Source: an optimization exercise on an open RTL-to-GDS flow (aim: small area, a short achievable clock period and few clock cycles per item). Production flows keep margins and buffers that such runs may drop. Function was not checked in any run shown here: the RTL went through the layout flow alone. Power figures rest on the tool's default switching activity, not on a simulated workload.

==> flow/config.mk <==
export PLATFORM = sky130hd
export DESIGN_NAME = el2_exu_div_ctl
export DESIGN_NICKNAME = el2_exu_div_ctl
export VERILOG_FILES = /design/flow/design.v
export SDC_FILE = /design/flow/constraint.sdc
export NUM_CORES = 8
export LEC_CHECK = 0
export CAP_MARGIN = 40
export CORE_MARGIN = 2
export CORE_UTILIZATION = 40
export SETUP_SLACK_MARGIN = 5
export SLEW_MARGIN = 40
export SYNTH_HIERARCHICAL = 1
export SYNTH_MINIMUM_KEEP_SIZE = 0
==> flow/constraint.sdc <==
create_clock -name core_clock -period 12.0 [get_ports {clk}]
set_input_delay 2.4000 -clock core_clock [delete_from_list [all_inputs] [get_ports {clk}]]
set_output_delay 2.4000 -clock core_clock [all_outputs]
set_load 0.01 [all_outputs]
==> flow/design.v <==
module el2_exu_div_ctl
  (
   input logic           clk,                        
   input logic           rst_l,                      
   input logic           dp_valid,                   
   input logic           dp_unsign,                  
   input logic           dp_rem,                     
   input logic  [31:0]   dividend,                   
   input logic  [31:0]   divisor,                    
   input logic           cancel,                     
   output logic          finish_dly,                 
   output logic [31:0]   out                         
  );
   logic        sv_ff;                  
   logic        it_ff;                  
   logic        fin_ff;                 
   logic [3:0]  cnt_ff;                 
   logic        busy, last;
   logic [31:0] r_ff;                   
   logic [31:0] q_ff;                   
   logic [32:0] b_ff;                   
   logic        rem_ff, neg_ff;         
   assign busy = sv_ff | it_ff;
   assign last = it_ff & (cnt_ff == 4'd0);
   wire  sa = ~dp_unsign & dividend[31];
   wire  sb = ~dp_unsign & divisor[31];
   wire  bz = (divisor == 32'b0);
   wire [31:0] abs_a, abs_b;
   div_cneg_in u_nega (.s(sa), .x(dividend), .y(abs_a));
   div_cneg_in u_negb (.s(sb), .x(divisor),  .y(abs_b));
   wire        q1, d1_co, q2, d2_co;
   wire [31:0] r1, d2;
   div_step34 u_s1 (.en(it_ff), .x({2'b0, r_ff}), .b({1'b0, b_ff}), .q(q1), .co(d1_co), .y(r1));
   div_step33 u_s2 (.en(it_ff), .x({1'b0, r1}), .b({1'b0, b_ff[32:1]}), .q(q2), .co(d2_co), .y(d2));
   wire [31:0] r2_n = busy ? r1 : abs_a;
   wire [31:0] r_next = q2 ? d2 : r2_n;
   wire early = ~d1_co;
   wire [5:0] clza, clzb;
   div_clz32 u_clza (.x(r_ff), .n(clza));
   div_clz32 u_clzb (.x(b_ff[31:0]), .n(clzb));
   wire [5:0]  sdiff = clzb - clza;                     
   wire        bzero = clzb[5];
   wire [3:0]  m     = (bzero | ~sv_ff) ? 4'hf : sdiff[4:1];
   wire [32:0] b_rot;
   div_rot33 u_rot (.b(b_ff), .m(m), .y(b_rot));
   always_ff @(posedge clk or negedge rst_l) begin
      if (!rst_l) begin
         sv_ff  <= 1'b0;
         it_ff  <= 1'b0;
         fin_ff <= 1'b0;
      end
      else begin
         sv_ff  <= dp_valid & ~cancel;
         it_ff  <= ~cancel & ((sv_ff & ~early) | (it_ff & (cnt_ff != 4'd0)));
         fin_ff <= ~cancel & last;
      end
   end
   always_ff @(posedge clk) begin
      cnt_ff <= sv_ff ? m : cnt_ff - 4'd1;
      r_ff   <= r_next;
      q_ff   <= it_ff ? ((last & rem_ff) ? r_next : {q_ff[29:0], q1, q2}) :
                sv_ff ? 32'b0 : (abs_a & {32{dp_rem}});
      b_ff   <= busy ? b_rot : {1'b0, abs_b};
      if (!busy) begin
         rem_ff <= dp_rem;
         neg_ff <= dp_rem ? sa : (sa ^ sb) & ~bz;
      end
   end
   wire [31:0] ans;
   div_cneg_out u_nego (.s(neg_ff), .x(q_ff), .y(ans));
   assign out        = ans;
   assign finish_dly = ~cancel & (fin_ff | (sv_ff & early));
endmodule  
module div_cneg_in (input logic s, input logic [31:0] x, output logic [31:0] y);
   wire [4:0] p;
   assign p[0] = 1'b0;
   div_cneg_in_slice u_0 (.s(s), .pin(p[0]), .x(x[7:0]), .y(y[7:0]), .pout(p[1]));
   div_cneg_in_slice u_1 (.s(s), .pin(p[1]), .x(x[15:8]), .y(y[15:8]), .pout(p[2]));
   div_cneg_in_slice u_2 (.s(s), .pin(p[2]), .x(x[23:16]), .y(y[23:16]), .pout(p[3]));
   div_cneg_in_slice u_3 (.s(s), .pin(p[3]), .x(x[31:24]), .y(y[31:24]), .pout(p[4]));
endmodule
module div_cneg_in_slice (input logic s, input logic pin, input logic [7:0] x, output logic [7:0] y, output logic pout);
   wire [7:0] pre;
   assign pre[0] = pin;
   assign pre[1] = pre[0] | x[0];
   assign pre[2] = pre[1] | x[1];
   assign pre[3] = pre[2] | x[2];
   assign pre[4] = pre[3] | x[3];
   assign pre[5] = pre[4] | x[4];
   assign pre[6] = pre[5] | x[5];
   assign pre[7] = pre[6] | x[6];
   assign y = x ^ ({8{s}} & pre);
   assign pout = pin | (|x);
endmodule
module div_cneg_out (input logic s, input logic [31:0] x, output logic [31:0] y);
   wire yy_po_l0_1 = x[1] | x[0];
   wire yy_po_l0_3 = x[3] | x[2];
   wire yy_po_l0_5 = x[5] | x[4];
   wire yy_po_l0_7 = x[7] | x[6];
   wire yy_po_l0_9 = x[9] | x[8];
   wire yy_po_l0_11 = x[11] | x[10];
   wire yy_po_l0_13 = x[13] | x[12];
   wire yy_po_l0_15 = x[15] | x[14];
   wire yy_po_l0_17 = x[17] | x[16];
   wire yy_po_l0_19 = x[19] | x[18];
   wire yy_po_l0_21 = x[21] | x[20];
   wire yy_po_l0_23 = x[23] | x[22];
   wire yy_po_l0_25 = x[25] | x[24];
   wire yy_po_l0_27 = x[27] | x[26];
   wire yy_po_l0_29 = x[29] | x[28];
   wire yy_po_l1_2 = x[2] | yy_po_l0_1;
   wire yy_po_l1_3 = yy_po_l0_3 | yy_po_l0_1;
   wire yy_po_l1_6 = x[6] | yy_po_l0_5;
   wire yy_po_l1_7 = yy_po_l0_7 | yy_po_l0_5;
   wire yy_po_l1_10 = x[10] | yy_po_l0_9;
   wire yy_po_l1_11 = yy_po_l0_11 | yy_po_l0_9;
   wire yy_po_l1_14 = x[14] | yy_po_l0_13;
   wire yy_po_l1_15 = yy_po_l0_15 | yy_po_l0_13;
   wire yy_po_l1_18 = x[18] | yy_po_l0_17;
   wire yy_po_l1_19 = yy_po_l0_19 | yy_po_l0_17;
   wire yy_po_l1_22 = x[22] | yy_po_l0_21;
   wire yy_po_l1_23 = yy_po_l0_23 | yy_po_l0_21;
   wire yy_po_l1_26 = x[26] | yy_po_l0_25;
   wire yy_po_l1_27 = yy_po_l0_27 | yy_po_l0_25;
   wire yy_po_l1_30 = x[30] | yy_po_l0_29;
   wire yy_po_l2_4 = x[4] | yy_po_l1_3;
   wire yy_po_l2_5 = yy_po_l0_5 | yy_po_l1_3;
   wire yy_po_l2_6 = yy_po_l1_6 | yy_po_l1_3;
   wire yy_po_l2_7 = yy_po_l1_7 | yy_po_l1_3;
   wire yy_po_l2_12 = x[12] | yy_po_l1_11;
   wire yy_po_l2_13 = yy_po_l0_13 | yy_po_l1_11;
   wire yy_po_l2_14 = yy_po_l1_14 | yy_po_l1_11;
   wire yy_po_l2_15 = yy_po_l1_15 | yy_po_l1_11;
   wire yy_po_l2_20 = x[20] | yy_po_l1_19;
   wire yy_po_l2_21 = yy_po_l0_21 | yy_po_l1_19;
   wire yy_po_l2_22 = yy_po_l1_22 | yy_po_l1_19;
   wire yy_po_l2_23 = yy_po_l1_23 | yy_po_l1_19;
   wire yy_po_l2_28 = x[28] | yy_po_l1_27;
   wire yy_po_l2_29 = yy_po_l0_29 | yy_po_l1_27;
   wire yy_po_l2_30 = yy_po_l1_30 | yy_po_l1_27;
   wire yy_po_l3_8 = x[8] | yy_po_l2_7;
   wire yy_po_l3_9 = yy_po_l0_9 | yy_po_l2_7;
   wire yy_po_l3_10 = yy_po_l1_10 | yy_po_l2_7;
   wire yy_po_l3_11 = yy_po_l1_11 | yy_po_l2_7;
   wire yy_po_l3_12 = yy_po_l2_12 | yy_po_l2_7;
   wire yy_po_l3_13 = yy_po_l2_13 | yy_po_l2_7;
   wire yy_po_l3_14 = yy_po_l2_14 | yy_po_l2_7;
   wire yy_po_l3_15 = yy_po_l2_15 | yy_po_l2_7;
   wire yy_po_l3_24 = x[24] | yy_po_l2_23;
   wire yy_po_l3_25 = yy_po_l0_25 | yy_po_l2_23;
   wire yy_po_l3_26 = yy_po_l1_26 | yy_po_l2_23;
   wire yy_po_l3_27 = yy_po_l1_27 | yy_po_l2_23;
   wire yy_po_l3_28 = yy_po_l2_28 | yy_po_l2_23;
   wire yy_po_l3_29 = yy_po_l2_29 | yy_po_l2_23;
   wire yy_po_l3_30 = yy_po_l2_30 | yy_po_l2_23;
   wire yy_po_l4_16 = x[16] | yy_po_l3_15;
   wire yy_po_l4_17 = yy_po_l0_17 | yy_po_l3_15;
   wire yy_po_l4_18 = yy_po_l1_18 | yy_po_l3_15;
   wire yy_po_l4_19 = yy_po_l1_19 | yy_po_l3_15;
   wire yy_po_l4_20 = yy_po_l2_20 | yy_po_l3_15;
   wire yy_po_l4_21 = yy_po_l2_21 | yy_po_l3_15;
   wire yy_po_l4_22 = yy_po_l2_22 | yy_po_l3_15;
   wire yy_po_l4_23 = yy_po_l2_23 | yy_po_l3_15;
   wire yy_po_l4_24 = yy_po_l3_24 | yy_po_l3_15;
   wire yy_po_l4_25 = yy_po_l3_25 | yy_po_l3_15;
   wire yy_po_l4_26 = yy_po_l3_26 | yy_po_l3_15;
   wire yy_po_l4_27 = yy_po_l3_27 | yy_po_l3_15;
   wire yy_po_l4_28 = yy_po_l3_28 | yy_po_l3_15;
   wire yy_po_l4_29 = yy_po_l3_29 | yy_po_l3_15;
   wire yy_po_l4_30 = yy_po_l3_30 | yy_po_l3_15;
   wire [30:0] yy_po;
   assign yy_po[0] = x[0];
   assign yy_po[1] = yy_po_l0_1;
   assign yy_po[2] = yy_po_l1_2;
   assign yy_po[3] = yy_po_l1_3;
   assign yy_po[4] = yy_po_l2_4;
   assign yy_po[5] = yy_po_l2_5;
   assign yy_po[6] = yy_po_l2_6;
   assign yy_po[7] = yy_po_l2_7;
   assign yy_po[8] = yy_po_l3_8;
   assign yy_po[9] = yy_po_l3_9;
   assign yy_po[10] = yy_po_l3_10;
   assign yy_po[11] = yy_po_l3_11;
   assign yy_po[12] = yy_po_l3_12;
   assign yy_po[13] = yy_po_l3_13;
   assign yy_po[14] = yy_po_l3_14;
   assign yy_po[15] = yy_po_l3_15;
   assign yy_po[16] = yy_po_l4_16;
   assign yy_po[17] = yy_po_l4_17;
   assign yy_po[18] = yy_po_l4_18;
   assign yy_po[19] = yy_po_l4_19;
   assign yy_po[20] = yy_po_l4_20;
   assign yy_po[21] = yy_po_l4_21;
   assign yy_po[22] = yy_po_l4_22;
   assign yy_po[23] = yy_po_l4_23;
   assign yy_po[24] = yy_po_l4_24;
   assign yy_po[25] = yy_po_l4_25;
   assign yy_po[26] = yy_po_l4_26;
   assign yy_po[27] = yy_po_l4_27;
   assign yy_po[28] = yy_po_l4_28;
   assign yy_po[29] = yy_po_l4_29;
   assign yy_po[30] = yy_po_l4_30;
   wire [31:0] yy;
   assign yy[0] = x[0];
   assign yy[31:1] = x[31:1] ^ ({31{s}} & yy_po);
   assign y = yy;
endmodule
module div_step34 (input logic en, input logic [33:0] x, input logic [33:0] b, output logic q, output logic co, output logic [31:0] y);
   wire [33:0] d_p0 = x ^ ~b;
   wire [33:0] d_g0 = x & ~b;
   wire d_g1_1 = d_g0[1] | (d_p0[1] & (d_g0[0] | d_p0[0]));
   wire d_g1_3 = d_g0[3] | (d_p0[3] & d_g0[2]);
   wire d_p1_3 = d_p0[3] & d_p0[2];
   wire d_g1_5 = d_g0[5] | (d_p0[5] & d_g0[4]);
   wire d_p1_5 = d_p0[5] & d_p0[4];
   wire d_g1_7 = d_g0[7] | (d_p0[7] & d_g0[6]);
   wire d_p1_7 = d_p0[7] & d_p0[6];
   wire d_g1_9 = d_g0[9] | (d_p0[9] & d_g0[8]);
   wire d_p1_9 = d_p0[9] & d_p0[8];
   wire d_g1_11 = d_g0[11] | (d_p0[11] & d_g0[10]);
   wire d_p1_11 = d_p0[11] & d_p0[10];
   wire d_g1_13 = d_g0[13] | (d_p0[13] & d_g0[12]);
   wire d_p1_13 = d_p0[13] & d_p0[12];
   wire d_g1_15 = d_g0[15] | (d_p0[15] & d_g0[14]);
   wire d_p1_15 = d_p0[15] & d_p0[14];
   wire d_g1_17 = d_g0[17] | (d_p0[17] & d_g0[16]);
   wire d_p1_17 = d_p0[17] & d_p0[16];
   wire d_g1_19 = d_g0[19] | (d_p0[19] & d_g0[18]);
   wire d_p1_19 = d_p0[19] & d_p0[18];
   wire d_g1_21 = d_g0[21] | (d_p0[21] & d_g0[20]);
   wire d_p1_21 = d_p0[21] & d_p0[20];
   wire d_g1_23 = d_g0[23] | (d_p0[23] & d_g0[22]);
   wire d_p1_23 = d_p0[23] & d_p0[22];
   wire d_g1_25 = d_g0[25] | (d_p0[25] & d_g0[24]);
   wire d_p1_25 = d_p0[25] & d_p0[24];
   wire d_g1_27 = d_g0[27] | (d_p0[27] & d_g0[26]);
   wire d_p1_27 = d_p0[27] & d_p0[26];
   wire d_g1_29 = d_g0[29] | (d_p0[29] & d_g0[28]);
   wire d_p1_29 = d_p0[29] & d_p0[28];
   wire d_g1_31 = d_g0[31] | (d_p0[31] & d_g0[30]);
   wire d_p1_31 = d_p0[31] & d_p0[30];
   wire d_g1_33 = d_g0[33] | (d_p0[33] & d_g0[32]);
   wire d_p1_33 = d_p0[33] & d_p0[32];
   wire d_g2_3 = d_g1_3 | (d_p1_3 & d_g1_1);
   wire d_g2_7 = d_g1_7 | (d_p1_7 & d_g1_5);
   wire d_p2_7 = d_p1_7 & d_p1_5;
   wire d_g2_11 = d_g1_11 | (d_p1_11 & d_g1_9);
   wire d_p2_11 = d_p1_11 & d_p1_9;
   wire d_g2_15 = d_g1_15 | (d_p1_15 & d_g1_13);
   wire d_p2_15 = d_p1_15 & d_p1_13;
   wire d_g2_19 = d_g1_19 | (d_p1_19 & d_g1_17);
   wire d_p2_19 = d_p1_19 & d_p1_17;
   wire d_g2_23 = d_g1_23 | (d_p1_23 & d_g1_21);
   wire d_p2_23 = d_p1_23 & d_p1_21;
   wire d_g2_27 = d_g1_27 | (d_p1_27 & d_g1_25);
   wire d_p2_27 = d_p1_27 & d_p1_25;
   wire d_g2_31 = d_g1_31 | (d_p1_31 & d_g1_29);
   wire d_p2_31 = d_p1_31 & d_p1_29;
   wire d_g3_7 = d_g2_7 | (d_p2_7 & d_g2_3);
   wire d_g3_15 = d_g2_15 | (d_p2_15 & d_g2_11);
   wire d_p3_15 = d_p2_15 & d_p2_11;
   wire d_g3_23 = d_g2_23 | (d_p2_23 & d_g2_19);
   wire d_p3_23 = d_p2_23 & d_p2_19;
   wire d_g3_31 = d_g2_31 | (d_p2_31 & d_g2_27);
   wire d_p3_31 = d_p2_31 & d_p2_27;
   wire d_g4_15 = d_g3_15 | (d_p3_15 & d_g3_7);
   wire d_g4_31 = d_g3_31 | (d_p3_31 & d_g3_23);
   wire d_p4_31 = d_p3_31 & d_p3_23;
   wire d_g5_31 = d_g4_31 | (d_p4_31 & d_g4_15);
   wire d_g7_23 = d_g3_23 | (d_p3_23 & d_g4_15);
   wire d_g8_11 = d_g2_11 | (d_p2_11 & d_g3_7);
   wire d_g8_19 = d_g2_19 | (d_p2_19 & d_g4_15);
   wire d_g8_27 = d_g2_27 | (d_p2_27 & d_g7_23);
   wire d_g9_5 = d_g1_5 | (d_p1_5 & d_g2_3);
   wire d_g9_9 = d_g1_9 | (d_p1_9 & d_g3_7);
   wire d_g9_13 = d_g1_13 | (d_p1_13 & d_g8_11);
   wire d_g9_17 = d_g1_17 | (d_p1_17 & d_g4_15);
   wire d_g9_21 = d_g1_21 | (d_p1_21 & d_g8_19);
   wire d_g9_25 = d_g1_25 | (d_p1_25 & d_g7_23);
   wire d_g9_29 = d_g1_29 | (d_p1_29 & d_g8_27);
   wire d_g9_33 = d_g1_33 | (d_p1_33 & d_g5_31);
   wire d_g10_2 = d_g0[2] | (d_p0[2] & d_g1_1);
   wire d_g10_4 = d_g0[4] | (d_p0[4] & d_g2_3);
   wire d_g10_6 = d_g0[6] | (d_p0[6] & d_g9_5);
   wire d_g10_8 = d_g0[8] | (d_p0[8] & d_g3_7);
   wire d_g10_10 = d_g0[10] | (d_p0[10] & d_g9_9);
   wire d_g10_12 = d_g0[12] | (d_p0[12] & d_g8_11);
   wire d_g10_14 = d_g0[14] | (d_p0[14] & d_g9_13);
   wire d_g10_16 = d_g0[16] | (d_p0[16] & d_g4_15);
   wire d_g10_18 = d_g0[18] | (d_p0[18] & d_g9_17);
   wire d_g10_20 = d_g0[20] | (d_p0[20] & d_g8_19);
   wire d_g10_22 = d_g0[22] | (d_p0[22] & d_g9_21);
   wire d_g10_24 = d_g0[24] | (d_p0[24] & d_g7_23);
   wire d_g10_26 = d_g0[26] | (d_p0[26] & d_g9_25);
   wire d_g10_28 = d_g0[28] | (d_p0[28] & d_g8_27);
   wire d_g10_30 = d_g0[30] | (d_p0[30] & d_g9_29);
   wire d_g10_32 = d_g0[32] | (d_p0[32] & d_g5_31);
   wire [33:0] d_c = {d_g9_33, d_g10_32, d_g5_31, d_g10_30, d_g9_29, d_g10_28, d_g8_27, d_g10_26, d_g9_25, d_g10_24, d_g7_23, d_g10_22, d_g9_21, d_g10_20, d_g8_19, d_g10_18, d_g9_17, d_g10_16, d_g4_15, d_g10_14, d_g9_13, d_g10_12, d_g8_11, d_g10_10, d_g9_9, d_g10_8, d_g3_7, d_g10_6, d_g9_5, d_g10_4, d_g2_3, d_g10_2, d_g1_1, (d_g0[0] | d_p0[0])};
   wire [33:0] d = d_p0 ^ {d_c[32:0], 1'b1};
   wire d_co = d_c[33];
   assign co = d_co;
   assign q  = en & d_co;
   assign y  = q ? d[31:0] : x[31:0];
endmodule
module div_step33 (input logic en, input logic [32:0] x, input logic [32:0] b, output logic q, output logic co, output logic [31:0] y);
   wire [32:0] d_p0 = x ^ ~b;
   wire [32:0] d_g0 = x & ~b;
   wire d_g1_1 = d_g0[1] | (d_p0[1] & (d_g0[0] | d_p0[0]));
   wire d_g1_3 = d_g0[3] | (d_p0[3] & d_g0[2]);
   wire d_p1_3 = d_p0[3] & d_p0[2];
   wire d_g1_5 = d_g0[5] | (d_p0[5] & d_g0[4]);
   wire d_p1_5 = d_p0[5] & d_p0[4];
   wire d_g1_7 = d_g0[7] | (d_p0[7] & d_g0[6]);
   wire d_p1_7 = d_p0[7] & d_p0[6];
   wire d_g1_9 = d_g0[9] | (d_p0[9] & d_g0[8]);
   wire d_p1_9 = d_p0[9] & d_p0[8];
   wire d_g1_11 = d_g0[11] | (d_p0[11] & d_g0[10]);
   wire d_p1_11 = d_p0[11] & d_p0[10];
   wire d_g1_13 = d_g0[13] | (d_p0[13] & d_g0[12]);
   wire d_p1_13 = d_p0[13] & d_p0[12];
   wire d_g1_15 = d_g0[15] | (d_p0[15] & d_g0[14]);
   wire d_p1_15 = d_p0[15] & d_p0[14];
   wire d_g1_17 = d_g0[17] | (d_p0[17] & d_g0[16]);
   wire d_p1_17 = d_p0[17] & d_p0[16];
   wire d_g1_19 = d_g0[19] | (d_p0[19] & d_g0[18]);
   wire d_p1_19 = d_p0[19] & d_p0[18];
   wire d_g1_21 = d_g0[21] | (d_p0[21] & d_g0[20]);
   wire d_p1_21 = d_p0[21] & d_p0[20];
   wire d_g1_23 = d_g0[23] | (d_p0[23] & d_g0[22]);
   wire d_p1_23 = d_p0[23] & d_p0[22];
   wire d_g1_25 = d_g0[25] | (d_p0[25] & d_g0[24]);
   wire d_p1_25 = d_p0[25] & d_p0[24];
   wire d_g1_27 = d_g0[27] | (d_p0[27] & d_g0[26]);
   wire d_p1_27 = d_p0[27] & d_p0[26];
   wire d_g1_29 = d_g0[29] | (d_p0[29] & d_g0[28]);
   wire d_p1_29 = d_p0[29] & d_p0[28];
   wire d_g1_31 = d_g0[31] | (d_p0[31] & d_g0[30]);
   wire d_p1_31 = d_p0[31] & d_p0[30];
   wire d_g2_3 = d_g1_3 | (d_p1_3 & d_g1_1);
   wire d_g2_7 = d_g1_7 | (d_p1_7 & d_g1_5);
   wire d_p2_7 = d_p1_7 & d_p1_5;
   wire d_g2_11 = d_g1_11 | (d_p1_11 & d_g1_9);
   wire d_p2_11 = d_p1_11 & d_p1_9;
   wire d_g2_15 = d_g1_15 | (d_p1_15 & d_g1_13);
   wire d_p2_15 = d_p1_15 & d_p1_13;
   wire d_g2_19 = d_g1_19 | (d_p1_19 & d_g1_17);
   wire d_p2_19 = d_p1_19 & d_p1_17;
   wire d_g2_23 = d_g1_23 | (d_p1_23 & d_g1_21);
   wire d_p2_23 = d_p1_23 & d_p1_21;
   wire d_g2_27 = d_g1_27 | (d_p1_27 & d_g1_25);
   wire d_p2_27 = d_p1_27 & d_p1_25;
   wire d_g2_31 = d_g1_31 | (d_p1_31 & d_g1_29);
   wire d_p2_31 = d_p1_31 & d_p1_29;
   wire d_g3_7 = d_g2_7 | (d_p2_7 & d_g2_3);
   wire d_g3_15 = d_g2_15 | (d_p2_15 & d_g2_11);
   wire d_p3_15 = d_p2_15 & d_p2_11;
   wire d_g3_23 = d_g2_23 | (d_p2_23 & d_g2_19);
   wire d_p3_23 = d_p2_23 & d_p2_19;
   wire d_g3_31 = d_g2_31 | (d_p2_31 & d_g2_27);
   wire d_p3_31 = d_p2_31 & d_p2_27;
   wire d_g4_15 = d_g3_15 | (d_p3_15 & d_g3_7);
   wire d_g4_31 = d_g3_31 | (d_p3_31 & d_g3_23);
   wire d_p4_31 = d_p3_31 & d_p3_23;
   wire d_g5_31 = d_g4_31 | (d_p4_31 & d_g4_15);
   wire d_g7_23 = d_g3_23 | (d_p3_23 & d_g4_15);
   wire d_g8_11 = d_g2_11 | (d_p2_11 & d_g3_7);
   wire d_g8_19 = d_g2_19 | (d_p2_19 & d_g4_15);
   wire d_g8_27 = d_g2_27 | (d_p2_27 & d_g7_23);
   wire d_g9_5 = d_g1_5 | (d_p1_5 & d_g2_3);
   wire d_g9_9 = d_g1_9 | (d_p1_9 & d_g3_7);
   wire d_g9_13 = d_g1_13 | (d_p1_13 & d_g8_11);
   wire d_g9_17 = d_g1_17 | (d_p1_17 & d_g4_15);
   wire d_g9_21 = d_g1_21 | (d_p1_21 & d_g8_19);
   wire d_g9_25 = d_g1_25 | (d_p1_25 & d_g7_23);
   wire d_g9_29 = d_g1_29 | (d_p1_29 & d_g8_27);
   wire d_g10_2 = d_g0[2] | (d_p0[2] & d_g1_1);
   wire d_g10_4 = d_g0[4] | (d_p0[4] & d_g2_3);
   wire d_g10_6 = d_g0[6] | (d_p0[6] & d_g9_5);
   wire d_g10_8 = d_g0[8] | (d_p0[8] & d_g3_7);
   wire d_g10_10 = d_g0[10] | (d_p0[10] & d_g9_9);
   wire d_g10_12 = d_g0[12] | (d_p0[12] & d_g8_11);
   wire d_g10_14 = d_g0[14] | (d_p0[14] & d_g9_13);
   wire d_g10_16 = d_g0[16] | (d_p0[16] & d_g4_15);
   wire d_g10_18 = d_g0[18] | (d_p0[18] & d_g9_17);
   wire d_g10_20 = d_g0[20] | (d_p0[20] & d_g8_19);
   wire d_g10_22 = d_g0[22] | (d_p0[22] & d_g9_21);
   wire d_g10_24 = d_g0[24] | (d_p0[24] & d_g7_23);
   wire d_g10_26 = d_g0[26] | (d_p0[26] & d_g9_25);
   wire d_g10_28 = d_g0[28] | (d_p0[28] & d_g8_27);
   wire d_g10_30 = d_g0[30] | (d_p0[30] & d_g9_29);
   wire d_g10_32 = d_g0[32] | (d_p0[32] & d_g5_31);
   wire [32:0] d_c = {d_g10_32, d_g5_31, d_g10_30, d_g9_29, d_g10_28, d_g8_27, d_g10_26, d_g9_25, d_g10_24, d_g7_23, d_g10_22, d_g9_21, d_g10_20, d_g8_19, d_g10_18, d_g9_17, d_g10_16, d_g4_15, d_g10_14, d_g9_13, d_g10_12, d_g8_11, d_g10_10, d_g9_9, d_g10_8, d_g3_7, d_g10_6, d_g9_5, d_g10_4, d_g2_3, d_g10_2, d_g1_1, (d_g0[0] | d_p0[0])};
   wire [32:0] d = d_p0 ^ {d_c[31:0], 1'b1};
   wire d_co = d_c[32];
   assign co = d_co;
   assign q  = en & d_co;
   assign y  = d[31:0];
endmodule
module div_clz32 (input logic [31:0] x, output logic [5:0] n);
   wire c_v0_0 = x[1] | x[0];
   wire c_z0_0 = ~x[1];
   wire c_v0_1 = x[3] | x[2];
   wire c_z0_1 = ~x[3];
   wire c_v0_2 = x[5] | x[4];
   wire c_z0_2 = ~x[5];
   wire c_v0_3 = x[7] | x[6];
   wire c_z0_3 = ~x[7];
   wire c_v0_4 = x[9] | x[8];
   wire c_z0_4 = ~x[9];
   wire c_v0_5 = x[11] | x[10];
   wire c_z0_5 = ~x[11];
   wire c_v0_6 = x[13] | x[12];
   wire c_z0_6 = ~x[13];
   wire c_v0_7 = x[15] | x[14];
   wire c_z0_7 = ~x[15];
   wire c_v0_8 = x[17] | x[16];
   wire c_z0_8 = ~x[17];
   wire c_v0_9 = x[19] | x[18];
   wire c_z0_9 = ~x[19];
   wire c_v0_10 = x[21] | x[20];
   wire c_z0_10 = ~x[21];
   wire c_v0_11 = x[23] | x[22];
   wire c_z0_11 = ~x[23];
   wire c_v0_12 = x[25] | x[24];
   wire c_z0_12 = ~x[25];
   wire c_v0_13 = x[27] | x[26];
   wire c_z0_13 = ~x[27];
   wire c_v0_14 = x[29] | x[28];
   wire c_z0_14 = ~x[29];
   wire c_v0_15 = x[31] | x[30];
   wire c_z0_15 = ~x[31];
   wire c_v1_0 = c_v0_1 | c_v0_0;
   wire c_z1_0_0 = c_v0_1 ? c_z0_1 : c_z0_0;
   wire c_v1_1 = c_v0_3 | c_v0_2;
   wire c_z1_1_0 = c_v0_3 ? c_z0_3 : c_z0_2;
   wire c_v1_2 = c_v0_5 | c_v0_4;
   wire c_z1_2_0 = c_v0_5 ? c_z0_5 : c_z0_4;
   wire c_v1_3 = c_v0_7 | c_v0_6;
   wire c_z1_3_0 = c_v0_7 ? c_z0_7 : c_z0_6;
   wire c_v1_4 = c_v0_9 | c_v0_8;
   wire c_z1_4_0 = c_v0_9 ? c_z0_9 : c_z0_8;
   wire c_v1_5 = c_v0_11 | c_v0_10;
   wire c_z1_5_0 = c_v0_11 ? c_z0_11 : c_z0_10;
   wire c_v1_6 = c_v0_13 | c_v0_12;
   wire c_z1_6_0 = c_v0_13 ? c_z0_13 : c_z0_12;
   wire c_v1_7 = c_v0_15 | c_v0_14;
   wire c_z1_7_0 = c_v0_15 ? c_z0_15 : c_z0_14;
   wire c_v2_0 = c_v1_1 | c_v1_0;
   wire c_z2_0_0 = c_v1_1 ? ~c_v0_3 : ~c_v0_1;
   wire c_z2_0_1 = c_v1_1 ? c_z1_1_0 : c_z1_0_0;
   wire c_v2_1 = c_v1_3 | c_v1_2;
   wire c_z2_1_0 = c_v1_3 ? ~c_v0_7 : ~c_v0_5;
   wire c_z2_1_1 = c_v1_3 ? c_z1_3_0 : c_z1_2_0;
   wire c_v2_2 = c_v1_5 | c_v1_4;
   wire c_z2_2_0 = c_v1_5 ? ~c_v0_11 : ~c_v0_9;
   wire c_z2_2_1 = c_v1_5 ? c_z1_5_0 : c_z1_4_0;
   wire c_v2_3 = c_v1_7 | c_v1_6;
   wire c_z2_3_0 = c_v1_7 ? ~c_v0_15 : ~c_v0_13;
   wire c_z2_3_1 = c_v1_7 ? c_z1_7_0 : c_z1_6_0;
   wire c_v3_0 = c_v2_1 | c_v2_0;
   wire c_z3_0_0 = c_v2_1 ? ~c_v1_3 : ~c_v1_1;
   wire c_z3_0_1 = c_v2_1 ? c_z2_1_0 : c_z2_0_0;
   wire c_z3_0_2 = c_v2_1 ? c_z2_1_1 : c_z2_0_1;
   wire c_v3_1 = c_v2_3 | c_v2_2;
   wire c_z3_1_0 = c_v2_3 ? ~c_v1_7 : ~c_v1_5;
   wire c_z3_1_1 = c_v2_3 ? c_z2_3_0 : c_z2_2_0;
   wire c_z3_1_2 = c_v2_3 ? c_z2_3_1 : c_z2_2_1;
   wire c_v4_0 = c_v3_1 | c_v3_0;
   wire c_z4_0_0 = c_v3_1 ? ~c_v2_3 : ~c_v2_1;
   wire c_z4_0_1 = c_v3_1 ? c_z3_1_0 : c_z3_0_0;
   wire c_z4_0_2 = c_v3_1 ? c_z3_1_1 : c_z3_0_1;
   wire c_z4_0_3 = c_v3_1 ? c_z3_1_2 : c_z3_0_2;
   wire [5:0] c = {~c_v4_0, c_v4_0 & ~c_v3_1, c_v4_0 & c_z4_0_0, c_v4_0 & c_z4_0_1, c_v4_0 & c_z4_0_2, c_v4_0 & c_z4_0_3};
   assign n = c;
endmodule
module div_rot33 (input logic [32:0] b, input logic [3:0] m, output logic [32:0] y);
   wire [32:0] b_r1  = {b[31:0], b[32]};
   wire [32:0] b_r2  = m[0] ? {b_r1[30:0], b_r1[32:31]} : b_r1;
   wire [32:0] b_r4  = m[1] ? {b_r2[28:0], b_r2[32:29]} : b_r2;
   wire [32:0] b_r8  = m[2] ? {b_r4[24:0], b_r4[32:25]} : b_r4;
   assign y          = m[3] ? {b_r8[16:0], b_r8[32:17]} : b_r8;
endmodule
==> flow/flow/run.sh <==
#!/bin/bash
set -euo pipefail
MARGIN=${MARGIN:-6.8}
PORTBUF=${PORTBUF:-sky130_fd_sc_hd__buf_1}
sed -E -e "s/SETUP_SLACK_MARGIN=[^ ]+/SETUP_SLACK_MARGIN=${MARGIN}/" \
       -e "s/CLKGATE_MAP_FILE= /CLKGATE_MAP_FILE= 'BUFFER_PORTS_ARGS=-buffer_cell ${PORTBUF}' /" \
       standard.sh > standard_mod.sh
grep -q "BUFFER_PORTS_ARGS" standard_mod.sh
bash standard_mod.sh > flow.log 2>&1
==> flow/standard.sh <==
#!/bin/bash
# synth_recipe.tcl (not shown) runs the flow's synth.tcl, then flattens the netlist and writes it again
# the make line also repeats each setting of config.mk as NAME=value (left out here)
make -C /OpenROAD-flow-scripts/flow DESIGN_CONFIG=/design/flow/config.mk WORK_HOME=/design/flow/orfs CLKGATE_MAP_FILE= SYNTH_SCRIPT=/design/flow/synth_recipe.tcl "${@:-finish}"
==> reports/qor.csv, run 1 <==
metric;value;unit
die_w;178;um
place_area;0.0128;mm2
grtUsageMet2;0.405;
wire_per_inst;20.6;um
num_antenna_cells;0;
grt_pass1_wl;57400;um
setup_viol;0;
total_power;4.36;mW
placementRows;63;
hold_viol;0;
crit_type;input pin to flop;
slew_headroom;0.470;
ios;103;
required;12.25;ns
via_count;10500;
worst_pin_slew;0.795;ns
drv_slew;0;
holdPathStages;1;
cp-end-kind;flop;
drive_above_1_share;0.349;
use_met3;0.0392;
fin_nets;1584;
via_per_inst;5.83;
cpPeakStageDelay;0.53;ns
period_needed;6.31;ns
grt_usage;0.232;
place.gp.congestion;0.880;
syn_inst;1247;
skew;0.0102;ns
gr-total-overflow;0;
p_leak;6.24;nW
dp_hpwl;24900;um
cts.sinks;106;
path_cells;buf_8, or4_4, or4_4, or3_4, or4_4, or3_4, or4_4, or3_4, buf_4, o21ai_2, xnor2_1, mux2i_1, o21ai_2, a221o_1;
max_clock_freq;158;MHz
antenna_found_initial;0;
post-route-period-util;0.526;
dr.pass1.iters;5;
dieArea;0.0318;mm2
htree_levels;3;
final_util;0.506;
max_cap_viol_count;0;
status;finished clean;
worst_ep_arrival_time;6.57;ns
crit_family;simple AND/OR/NAND/NOR gates;
syn_area_per_cell;9.75;um2
powerDensity;289;mW/mm2
rsz0062_at_grt;yes;
pre_cts_slack;4.82;ns
yosysWarnings;7;
cp_common_cell;or4_4;
top_usage_layer;met2;
portBuffers;102;
first_global_vias;10500;
cts.path.max_buffers;2;
ant_nets;0;
start_util;0.408;
syn_area;0.0122;mm2
cts.clk_slew.worst_paths;0.08;ns
hold_path.class;flop to flop;
cts_buffers;9;
drtIter0Drc;611;
syn_to_final_growth;24.1;%
setup_tns;0;ns
routed_wl;37100;um
critical_path_buf_inv_count;2;
ff2ff_path_depth;29;
critPathSlowestCell;or4_4;
worst-path-max-fanout;6;
met1_usage;0.290;
start_kind;input pin;
cts_root_buf;clkbuf_16;
drc;0;
vdd_drop_max;0.000109;V
finalWorstSetupSlack;5.69;ns
n_fill_cell;2673;
core_area;0.0298;mm2
cts_tree;yes;
clk_latency;0.37;ns
die_h;178;um
grt_max_degree;59;
cp.depth;14;
finalInstanceArea;0.0151;mm2
placed cells by master (no fill, tap or decap), drive strengths merged, types with 11 or more instances in the layout:
cell,count
ha,69
or3,13
clkbuf,16
o31ai,27
nor2,35
buf,202
a221o,32
o41ai,16
and3,36
conb,11
xor2,20
nor2b,15
inv,120
fa,33
a21o,16
or4,24
nor3,12
mux2i,40
xnor2,112
a21oi,57
mux4,66
o21ai,94
nor4,26
dfxtp,101
nand2,91
nand2b,13
mux2,56
routing by layer:
| metal | vias up | wire length, um |
|---|---|---|
| met5 | - | 0 |
| met3 | 81 | 2080 |
| li1 | 4920 | - |
| met2 | 343 | 18800 |
| met1 | 5189 | 15300 |
| met4 | 0 | 975 |
sequential cells by signal, indices dropped and copies added (netlist names):
register	cells
sv_ff	1
fin_ff	1
q_ff	32
rem_ff	1
b_ff	33
r_ff	32
cnt_ff	4
it_ff	1
neg_ff	1
metrics by stage:
| step | std cells | hold slack [ns] |
|---|---|---|
| 6_report | 1807 | 0.500 |
| 4_1_cts | 1773 | 0.496 |
| 3_5_place_dp | 1702 | 0.466 |
| 5_1_grt | 1807 | 0.526 |
| 3_3_place_gp | 1700 | 0.473 |
| 2_1_floorplan | 1255 | 0.442 |
worst register-to-register path, delay by kind of cell, from the launching register on:
family	cells	cell delay [ns]
AOI/OAI and AO/OA	11	1.92
adders and majority gates	3	0.73
muxes	1	0.32
DFF	1	0.36
buffers and inverters	11	1.49
and+or+nand+nor	3	0.32
layout make-up:
cell class | count | area, um2 | area share
multi-input combinational | 971 | 10100 | 0.668
sequential | 106 | 2260 | 0.150
timing repair buffer | 206 | 1550 | 0.103
tap | 390 | 488 | 0.0324
inverter | 118 | 445 | 0.0295
clock buffer | 12 | 236 | 0.0157
clock inverter | 4 | 27.5 | 0.00182
power breakdown:
part | internal [mW] | switching [mW]
registers | 0.522 | 0.296
clock network | 0.142 | 0.148
logic | 1.61 | 1.64
final timing paths:
kind	from	endpoint	slack, ns
max in group asynchronous	rst_l	it_ff$_DFF_PN0_	10.02
setup / recovery	dividend[2]	q_ff[27]$_DFF_P_	5.69
hold / removal	cnt_ff[0]$_DFF_P_	cnt_ff[0]$_DFF_P_	0.50
setup reg to reg	r_ff[0]$_DFF_P_	q_ff[30]$_DFF_P_	6.75
hold reg to reg	cnt_ff[0]$_DFF_P_	cnt_ff[0]$_DFF_P_	0.50
min in group asynchronous	rst_l	sv_ff$_DFF_PN0_	1.83
repair_timing:
item,CTS,global route
hold buffers,0,0
setup endpoints to repair,79,93
pin swaps,43,44
setup buffers,48,32
gates resized for setup,177,101
cloned,7,2
==> run 2, diff against run 1 <==
--- a/flow/design.v
+++ b/flow/design.v
@@ -74,10 +74,23 @@
 module div_cneg_in (input logic s, input logic [31:0] x, output logic [31:0] y);
-   wire [4:0] p;
-   assign p[0] = 1'b0;
-   div_cneg_in_slice u_0 (.s(s), .pin(p[0]), .x(x[7:0]), .y(y[7:0]), .pout(p[1]));
-   div_cneg_in_slice u_1 (.s(s), .pin(p[1]), .x(x[15:8]), .y(y[15:8]), .pout(p[2]));
-   div_cneg_in_slice u_2 (.s(s), .pin(p[2]), .x(x[23:16]), .y(y[23:16]), .pout(p[3]));
-   div_cneg_in_slice u_3 (.s(s), .pin(p[3]), .x(x[31:24]), .y(y[31:24]), .pout(p[4]));
+   wire [3:0] o;         
+   wire [3:0] po;        
+   div_cneg_in_pfx u_p (.o(o), .po(po));
+   div_cneg_in_slice u_0 (.s(s), .pin(1'b0), .x(x[7:0]), .y(y[7:0]), .o(o[0]));
+   div_cneg_in_slice u_1 (.s(s), .pin(po[0]), .x(x[15:8]), .y(y[15:8]), .o(o[1]));
+   div_cneg_in_slice u_2 (.s(s), .pin(po[1]), .x(x[23:16]), .y(y[23:16]), .o(o[2]));
+   div_cneg_in_slice u_3 (.s(s), .pin(po[2]), .x(x[31:24]), .y(y[31:24]), .o(o[3]));
 endmodule
-module div_cneg_in_slice (input logic s, input logic pin, input logic [7:0] x, output logic [7:0] y, output logic pout);
+module div_cneg_in_pfx (input logic [3:0] o, output logic [3:0] po);
+   wire pp_l0_1 = o[1] | o[0];
+   wire pp_l0_3 = o[3] | o[2];
+   wire pp_l1_3 = pp_l0_3 | pp_l0_1;
+   wire pp_l2_2 = o[2] | pp_l0_1;
+   wire [3:0] pp;
+   assign pp[0] = o[0];
+   assign pp[1] = pp_l0_1;
+   assign pp[2] = pp_l2_2;
+   assign pp[3] = pp_l1_3;
+   assign po = pp;
+endmodule
+module div_cneg_in_slice (input logic s, input logic pin, input logic [7:0] x, output logic [7:0] y, output logic o);
    wire [7:0] pre;
@@ -92,3 +105,3 @@
    assign y = x ^ ({8{s}} & pre);
-   assign pout = pin | (|x);
+   assign o = |x;
 endmodule
==> flow/flow/run.sh (replaced) <==
#!/bin/bash
# The standard layout (standard.sh), with these changes in how the layout is made:
#  - every input and output port still gets its own buffer, but a plain buf_1
#    (OpenROAD's buffer_ports -buffer_cell) instead of the default delay buffer;
#    the resizer upsizes it where timing needs;
#  - any further ORFS variables listed in flow/extra_vars (one NAME=value per line).
# make's output goes to flow.log; ORFS keeps each step's own log under orfs/logs.
set -euo pipefail
MARGIN=${MARGIN:-6.8}
PORTBUF=${PORTBUF:-sky130_fd_sc_hd__buf_1}
EXTRA="'BUFFER_PORTS_ARGS=-buffer_cell ${PORTBUF}'"
if [[ -f flow/extra_vars ]]; then
  while read -r line; do
    [[ -z "$line" || "$line" == \#* ]] && continue
    EXTRA="$EXTRA '$line'"
  done < flow/extra_vars
fi
sed -E -e "s/SETUP_SLACK_MARGIN=[^ ]+/SETUP_SLACK_MARGIN=${MARGIN}/" \
       -e "s|CLKGATE_MAP_FILE= |CLKGATE_MAP_FILE= ${EXTRA} |" \
       standard.sh > standard_mod.sh
grep -q "BUFFER_PORTS_ARGS" standard_mod.sh
bash standard_mod.sh > flow.log 2>&1
==> flow/flow/extra_vars (new file) <==
SKIP_INCREMENTAL_REPAIR=1
==> run 2 against run 1 <==
Still clean; setup slack better by 1.0 ns; core utilization is 5.5 points lower; global-route usage is 1.6 points lower; synthesized area is 0.33% higher; clock power is 23% higher; fmax is 19% higher; power is 9.5% lower; sequential power is 2% higher; wire length is 9.4% lower; critical endpoint unchanged; largest cell class unchanged; largest power group unchanged.
==> reports/qor.csv, run 2 <==
metric;value;unit;change
post-route-period-util;0.442;;-0.0841
total_power;3.94;mW;-9.5%
max_cap_viol_count;0;;unchanged
crit_type;flop to flop;;
cts_hold_buffers;0;;unchanged
worst_ep_arrival_time;5.56;ns;-1.01 ns
cts_tree;yes;;
finalNonFillerCells;1737;;-3.9%
pre_cts_slack;5.39;ns;+0.562 ns
powerDensity;293;mW/mm2;+1.6%
grt_usage;0.216;;-0.0155
core_area;0.0298;mm2;unchanged
fin_nets;1514;;-4.4%
routed_wl;33600;um;-9.4%
layout_common_cells;inv_1, xnor2_1, buf_1, nand2_1, dfxtp_1;;
clk_latency;0.36;ns;about the same
wire_per_inst;19.4;um;-5.8%
portBuffers;102;;unchanged
start_kind;flop;;
num_antenna_cells;0;;unchanged
grt_max_degree;66;;+12%
placementRows;63;;unchanged
cp-end-kind;flop;;
dr.pass1.iters;5;;unchanged
drtIter0Drc;738;;+21%
cts_root_buf;clkbuf_16;;
ant_nets;0;;unchanged
die_w;179;um;+0.16%
use_met3;0.0347;;-0.00448
syn_inst;1255;;+0.64%
grtUsageMet2;0.374;;-0.0310
grt_pass1_wl;54000;um;-6.1%
ff2ff_path_depth;23;;-21%
hold_viol;0;;unchanged
hold_path.class;flop to flop;;
cts.sinks;106;;unchanged
drv_slew;0;;unchanged
postCtsSetupBuffers;6;;-88%
holdPathStages;1;;unchanged
dp_cells;1714;;+0.71%
ios;103;;unchanged
gr-total-overflow;0;;unchanged
cts.path.max_buffers;2;;unchanged
die_h;179;um;+0.16%
dp_hpwl;26000;um;+4.4%
period_needed;5.31;ns;-1.01 ns
n_fill_cell;2874;;+7.5%
required;12.25;ns;about the same
syn_area;0.0122;mm2;+0.33%
start_util;0.409;;+0.00134
first_global_vias;10000;;-4.4%
antenna_found_initial;0;;unchanged
place.gp.congestion;0.919;;+4.4%
finalWorstSetupSlack;6.69;ns;+1.01 ns
top_regs;b_ff: 33 flops, q_ff: 32 flops, r_ff: 32 flops;;
vdd_drop_max;0.0000980;V;-9.8%
largest_reg_flops;33;;unchanged
cts_buffers;9;;unchanged
max_clock_freq;188;MHz;+19%
via_count;10200;;-3.4%
setup_tns;0;ns;unchanged
top_usage_layer;met2;;
setup_viol;0;;unchanged
slew_headroom;0.461;;-0.00903
dieArea;0.0319;mm2;+0.32%
syn_to_final_growth;10.2;%;
syn_area_per_cell;9.72;um2;-0.31%
met1_usage;0.278;;-0.0119
skew;0.00670;ns;-0.00355 ns
drive_above_1_share;0.221;;-0.128
drc;0;;unchanged
htree_levels;3;;unchanged
layout_commonest_cell;inv_1;;
postCtsResizedCells;69;;-61%
p_leak;5.56;nW;-11%
cts.clk_slew.worst_paths;0.07;ns;about the same
worst_pin_slew;0.788;ns;-0.00683 ns
yosysWarnings;7;;unchanged
worst-path-max-fanout;9;;+3
status;finished clean;;
largest-register;b_ff;;
via_per_inst;5.86;;+0.53%
==> run 2: area by class of cell <==
cell class                 count  area, um2  area share
clock buffer                   9        225      0.0168
clock inverter                 7        124     0.00922
inverter                     118        443      0.0330
multi-input combinational    983       9300       0.693
timing repair buffer         124        627      0.0467
sequential                   106       2220       0.166
tap                          390        488      0.0363
==> run 2: power by group <==
part           total, mW  leakage, nW  switching (mW)  internal (mW)
sequential         0.835        0.912           0.325          0.511
clock              0.356        0.172           0.149          0.207
combinational       2.75         4.47            1.41           1.34
==> run 2: per-stage QoR <==
step	hold slack [ns]	instance area, um2	utilization
floorplan	0.442	12200	-
CTS	0.497	13400	0.451
global placement	0.473	12800	0.429
detailed placement	0.478	12800	0.431
finish	0.499	13400	0.451
global route	0.542	13400	0.451
==> run 2: critical path: stages (launching register included) <==
cell and delay (ns):
dfxtp_4 0.40, inv_1 0.05, ha_1 0.33, o211ai_1 0.22
a21oi_2 0.08, o211ai_1 0.34, a31oi_2 0.20, o41ai_4 0.32
buf_12 0.17, mux2i_2 0.24, inv_1 0.07, ha_1 0.19
fa_1 0.38, nand2b_1 0.20, a21oi_2 0.21, o2111ai_2 0.18
o21ai_4 0.26, a21o_4 0.19, a41oi_2 0.14, fa_1 0.41
xnor2_1 0.16, nand2_1 0.09, o21ai_2 0.06, a221o_1 0.29
==> run 2: metal layers <==
layer / vias to the layer above / part of all wire
met5: - / 0
met4: 0 / 0.022
met2: 327 / 0.49
met3: 62 / 0.065
li1: 4810 / -
met1: 4980 / 0.42
==> run 2: final timing paths <==
| kind | end | slack [ns] | start |
|---|---|---|---|
| worst min register to register | cnt_ff[0]$_DFF_P_ | 0.50 | cnt_ff[0]$_DFF_P_ |
| max in group asynchronous | sv_ff$_DFF_PN0_ | 10.00 | rst_l |
| worst min-delay path | cnt_ff[0]$_DFF_P_ | 0.50 | cnt_ff[0]$_DFF_P_ |
| worst max register to register | q_ff[27]$_DFF_P_ | 6.69 | b_ff[3]$_DFF_P_ |
| worst max-delay path | q_ff[27]$_DFF_P_ | 6.69 | b_ff[3]$_DFF_P_ |
| min in group asynchronous | it_ff$_DFF_PN0_ | 1.84 | rst_l |
==> run 3, diff against run 2 <==
--- a/flow/design.v
+++ b/flow/design.v
@@ -74,24 +74,39 @@
 module div_cneg_in (input logic s, input logic [31:0] x, output logic [31:0] y);
-   wire [3:0] o;         
-   wire [3:0] po;        
+   wire [7:0] o;         
+   wire [7:0] po;        
    div_cneg_in_pfx u_p (.o(o), .po(po));
-   div_cneg_in_slice u_0 (.s(s), .pin(1'b0), .x(x[7:0]), .y(y[7:0]), .o(o[0]));
-   div_cneg_in_slice u_1 (.s(s), .pin(po[0]), .x(x[15:8]), .y(y[15:8]), .o(o[1]));
-   div_cneg_in_slice u_2 (.s(s), .pin(po[1]), .x(x[23:16]), .y(y[23:16]), .o(o[2]));
-   div_cneg_in_slice u_3 (.s(s), .pin(po[2]), .x(x[31:24]), .y(y[31:24]), .o(o[3]));
+   div_cneg_in_slice u_0 (.s(s), .pin(1'b0), .x(x[3:0]), .y(y[3:0]), .o(o[0]));
+   div_cneg_in_slice u_1 (.s(s), .pin(po[0]), .x(x[7:4]), .y(y[7:4]), .o(o[1]));
+   div_cneg_in_slice u_2 (.s(s), .pin(po[1]), .x(x[11:8]), .y(y[11:8]), .o(o[2]));
+   div_cneg_in_slice u_3 (.s(s), .pin(po[2]), .x(x[15:12]), .y(y[15:12]), .o(o[3]));
+   div_cneg_in_slice u_4 (.s(s), .pin(po[3]), .x(x[19:16]), .y(y[19:16]), .o(o[4]));
+   div_cneg_in_slice u_5 (.s(s), .pin(po[4]), .x(x[23:20]), .y(y[23:20]), .o(o[5]));
+   div_cneg_in_slice u_6 (.s(s), .pin(po[5]), .x(x[27:24]), .y(y[27:24]), .o(o[6]));
+   div_cneg_in_slice u_7 (.s(s), .pin(po[6]), .x(x[31:28]), .y(y[31:28]), .o(o[7]));
 endmodule
-module div_cneg_in_pfx (input logic [3:0] o, output logic [3:0] po);
+module div_cneg_in_pfx (input logic [7:0] o, output logic [7:0] po);
    wire pp_l0_1 = o[1] | o[0];
    wire pp_l0_3 = o[3] | o[2];
+   wire pp_l0_5 = o[5] | o[4];
+   wire pp_l0_7 = o[7] | o[6];
    wire pp_l1_3 = pp_l0_3 | pp_l0_1;
-   wire pp_l2_2 = o[2] | pp_l0_1;
-   wire [3:0] pp;
+   wire pp_l1_7 = pp_l0_7 | pp_l0_5;
+   wire pp_l2_7 = pp_l1_7 | pp_l1_3;
+   wire pp_l3_5 = pp_l0_5 | pp_l1_3;
+   wire pp_l4_2 = o[2] | pp_l0_1;
+   wire pp_l4_4 = o[4] | pp_l1_3;
+   wire pp_l4_6 = o[6] | pp_l3_5;
+   wire [7:0] pp;
    assign pp[0] = o[0];
    assign pp[1] = pp_l0_1;
-   assign pp[2] = pp_l2_2;
+   assign pp[2] = pp_l4_2;
    assign pp[3] = pp_l1_3;
+   assign pp[4] = pp_l4_4;
+   assign pp[5] = pp_l3_5;
+   assign pp[6] = pp_l4_6;
+   assign pp[7] = pp_l2_7;
    assign po = pp;
 endmodule
-module div_cneg_in_slice (input logic s, input logic pin, input logic [7:0] x, output logic [7:0] y, output logic o);
-   wire [7:0] pre;
+module div_cneg_in_slice (input logic s, input logic pin, input logic [3:0] x, output logic [3:0] y, output logic o);
+   wire [3:0] pre;
    assign pre[0] = pin;
@@ -100,7 +115,3 @@
    assign pre[3] = pre[2] | x[2];
-   assign pre[4] = pre[3] | x[3];
-   assign pre[5] = pre[4] | x[4];
-   assign pre[6] = pre[5] | x[5];
-   assign pre[7] = pre[6] | x[6];
-   assign y = x ^ ({8{s}} & pre);
+   assign y = x ^ ({4{s}} & pre);
    assign o = |x;
==> run 3 against run 2 <==
Count of clock-buffer cells in the layout is the same; final cell count grew 0.52%; highest routed layer unchanged; fmax grew 0.83%; power grew 0.57%; setup slack gained 0.044 ns; clock power shrank 6.2%; critical endpoint is now q_ff[26]$_DFF_P_; still clean; core utilization shrank 0.42 points; synthesized area grew 1.0%; wire length grew 2.1%; register-to-register slack gained 0.04 ns.
==> reports/qor.csv, run 3 <==
metric;value;unit;change
via_count;10200;;-0.21%
status;finished clean;;
grt_max_degree;57;;-14%
fin_nets;1517;;+0.20%
r2r_start;b_ff[20]$_DFF_P_;;
worst_ep_arrival_time;5.52;ns;-0.04 ns
crit_type;flop to flop;;
setup_viol;0;;unchanged
die_h;180;um;+0.51%
skew;0.0116;ns;+0.00490 ns
ios;103;;unchanged
cts.clk_slew.worst_paths;0.08;ns;about the same
n_fill_cell;2901;;+0.94%
required;12.26;ns;about the same
wire_per_inst;19.7;um;+1.6%
clk_latency;0.37;ns;about the same
gr-total-overflow;0;;unchanged
cts_buffers;9;;unchanged
powerDensity;292;mW/mm2;-0.60%
critPathSlowestCell;fa_1;;
seq_area;0.00224;mm2;+0.56%
hold_viol;0;;unchanged
cp.depth;23;;unchanged
finalNonFillerCells;1746;;+0.52%
largest_reg_flops;33;;unchanged
dr.pass1.iters;5;;unchanged
grt_pass1_wl;56100;um;+4.0%
dp_cells;1719;;+0.29%
cts_root_buf;clkbuf_16;;
yosysWarnings;7;;unchanged
crit_start;b_ff[20]$_DFF_P_;;
r2r-end;q_ff[26]$_DFF_P_;;
cts_tree;yes;;
worst_pin_slew;0.792;ns;+0.00456 ns
postCtsResizedCells;80;;+16%
die_w;180;um;+0.51%
first_global_vias;10200;;+2.0%
max_clock_freq;190;MHz;+0.83%
worst-r2r-setup-slack;6.74;ns;+0.04 ns
cpPeakStageDelay;0.51;ns;+0.10 ns
worst-path-max-fanout;8;;-1
p_leak;5.60;nW;+0.86%
critical_path_buf_inv_count;4;;+1
top_regs;b_ff: 33 flops, q_ff: 32 flops, r_ff: 32 flops;;
setup_tns;0;ns;unchanged
cts.sinks;106;;unchanged
dp_hpwl;25900;um;-0.60%
cts_hold_buffers;0;;unchanged
crit_family;compound AO/OA/AOI/OAI gates;;
path_cells;inv_1, ha_1, nand2_1, nor2_1, a211oi_2, nor3_2, o41ai_4, buf_6, mux2i_2, inv_1, ha_1, fa_1, nand2b_1, a21oi_2, o2111ai_2, o21ai_4, a21o_4, a41oi_2, fa_1, inv_1, nand2_1, o21ai_2, a221o_1;;
htree_levels;3;;unchanged
routed_wl;34400;um;+2.1%
cts.path.max_buffers;2;;unchanged
post-route-period-util;0.438;;-0.00363
place.gp.congestion;0.918;;-0.15%
drive_above_1_share;0.230;;+0.00840
drv_slew;0;;unchanged
period_needed;5.26;ns;-0.0436 ns
drtIter0Drc;681;;-7.7%
ant_nets;0;;unchanged
portBuffers;102;;unchanged
num_antenna_cells;0;;unchanged
hold_path.class;flop to flop;;
layout_commonest_cell;inv_1;;
cp-endpoint;q_ff[26]$_DFF_P_;;
cp_common_cell;inv_1;;
fin_hold_ws;0.498;ns;-0.00141 ns
syn_to_final_growth;10.3;%;
core_area;0.0304;mm2;+2.1%
slew_headroom;0.458;;-0.00312
ff2ff_path_depth;23;;unchanged
dieArea;0.0322;mm2;+1.0%
postCtsSetupBuffers;8;;+2
antenna_found_initial;0;;unchanged
multi_input_area;0.00938;mm2;+0.86%
layout_common_cells;inv_1, xnor2_1, buf_1, nand2_1, ha_1;;
syn_area_per_cell;9.76;um2;+0.41%
start_kind;flop;;
cp-end-kind;flop;;
syn_area;0.0123;mm2;+1.0%
drc;0;;unchanged
placementRows;64;;+1.6%
syn_inst;1263;;+0.64%
vdd_drop_max;0.000116;V;+19%
via_per_inst;5.82;;-0.72%
start_util;0.405;;-0.00432
grt_usage;0.217;;+0.000849
max_cap_viol_count;0;;unchanged
largest-register;b_ff;;
## run 3: worst min path at each step
stage,from,endpoint,cells after the start
after floorplan,cnt_ff[0]$_DFF_P_,cnt_ff[0]$_DFF_P_,1
after global placement,cnt_ff[0]$_DFF_P_,cnt_ff[0]$_DFF_P_,1
after detailed placement,cnt_ff[0]$_DFF_P_,cnt_ff[0]$_DFF_P_,1
after CTS,cnt_ff[0]$_DFF_P_,cnt_ff[0]$_DFF_P_,1
after global routing,cnt_ff[0]$_DFF_P_,cnt_ff[0]$_DFF_P_,1
final,cnt_ff[0]$_DFF_P_,cnt_ff[0]$_DFF_P_,1
## run 3: power breakdown
group	internal, mW	leakage, nW	switching (mW)
clock	0.185	0.160	0.149
combinational	1.37	4.53	1.43
sequential	0.514	0.913	0.319
total	2.06	5.60	1.90
## run 3: stage by stage
step / util / worst slack, ns / power [mW] / area, um2
6_report: 0.447 / 6.74 / 3.96 / 13600
4_1_cts: 0.447 / 6.80 / 3.95 / 13600
3_3_place_gp: 0.423 / 6.10 / 3.42 / 12900
5_1_grt: 0.447 / 6.48 / 4.32 / 13600
3_5_place_dp: 0.423 / 6.00 / 3.46 / 12900
2_1_floorplan: - / 6.97 / 2.83 / 12400
## run 3: cell type report
cell class                 count  share of cell area
tap                          396              0.0365
inverter                     120              0.0331
sequential                   106               0.165
clock inverter                 7             0.00736
timing repair buffer         127              0.0516
clock buffer                   9              0.0166
multi-input combinational    981               0.690
## run 3: metal layers
metal,GRT usage,part of all wire
met5,0,0
met4,0.0657,0.025
met3,0.0350,0.054
met2,0.374,0.49
met1,0.280,0.43

re-timing with driven ports:
The results above use ideal ports. As a check the final layouts listed here were re-extracted and re-timed, cells and wires unchanged.
Step 1 assumes that a clkbuf_16 drives the clock port and a buf_2 every other input.
Step 2 times the ports against the registers' clock, not the clock port: input delays grow and output delays shrink by t, the midpoint of the rising clock arrivals with the driver on.
Slacks: ideal ports / drivers / drivers and shift; pairs: ideal ports / drivers.
run	t (ns)	slack for setup (ns)	worst register clock-pin slew, ns
run 1	0.416	5.686 / 5.698 / 5.282	0.08 / 0.08
run 2	0.408	6.695 / 6.695 / 6.426	0.08 / 0.08
run 3	0.410	6.738 / 6.696 / 6.660	0.08 / 0.08
After both steps setup and hold are still met in every run listed. For run 1, which loses most, drivers alone change the setup slack by +0.012 ns; drivers and shift together by -0.404 ns.
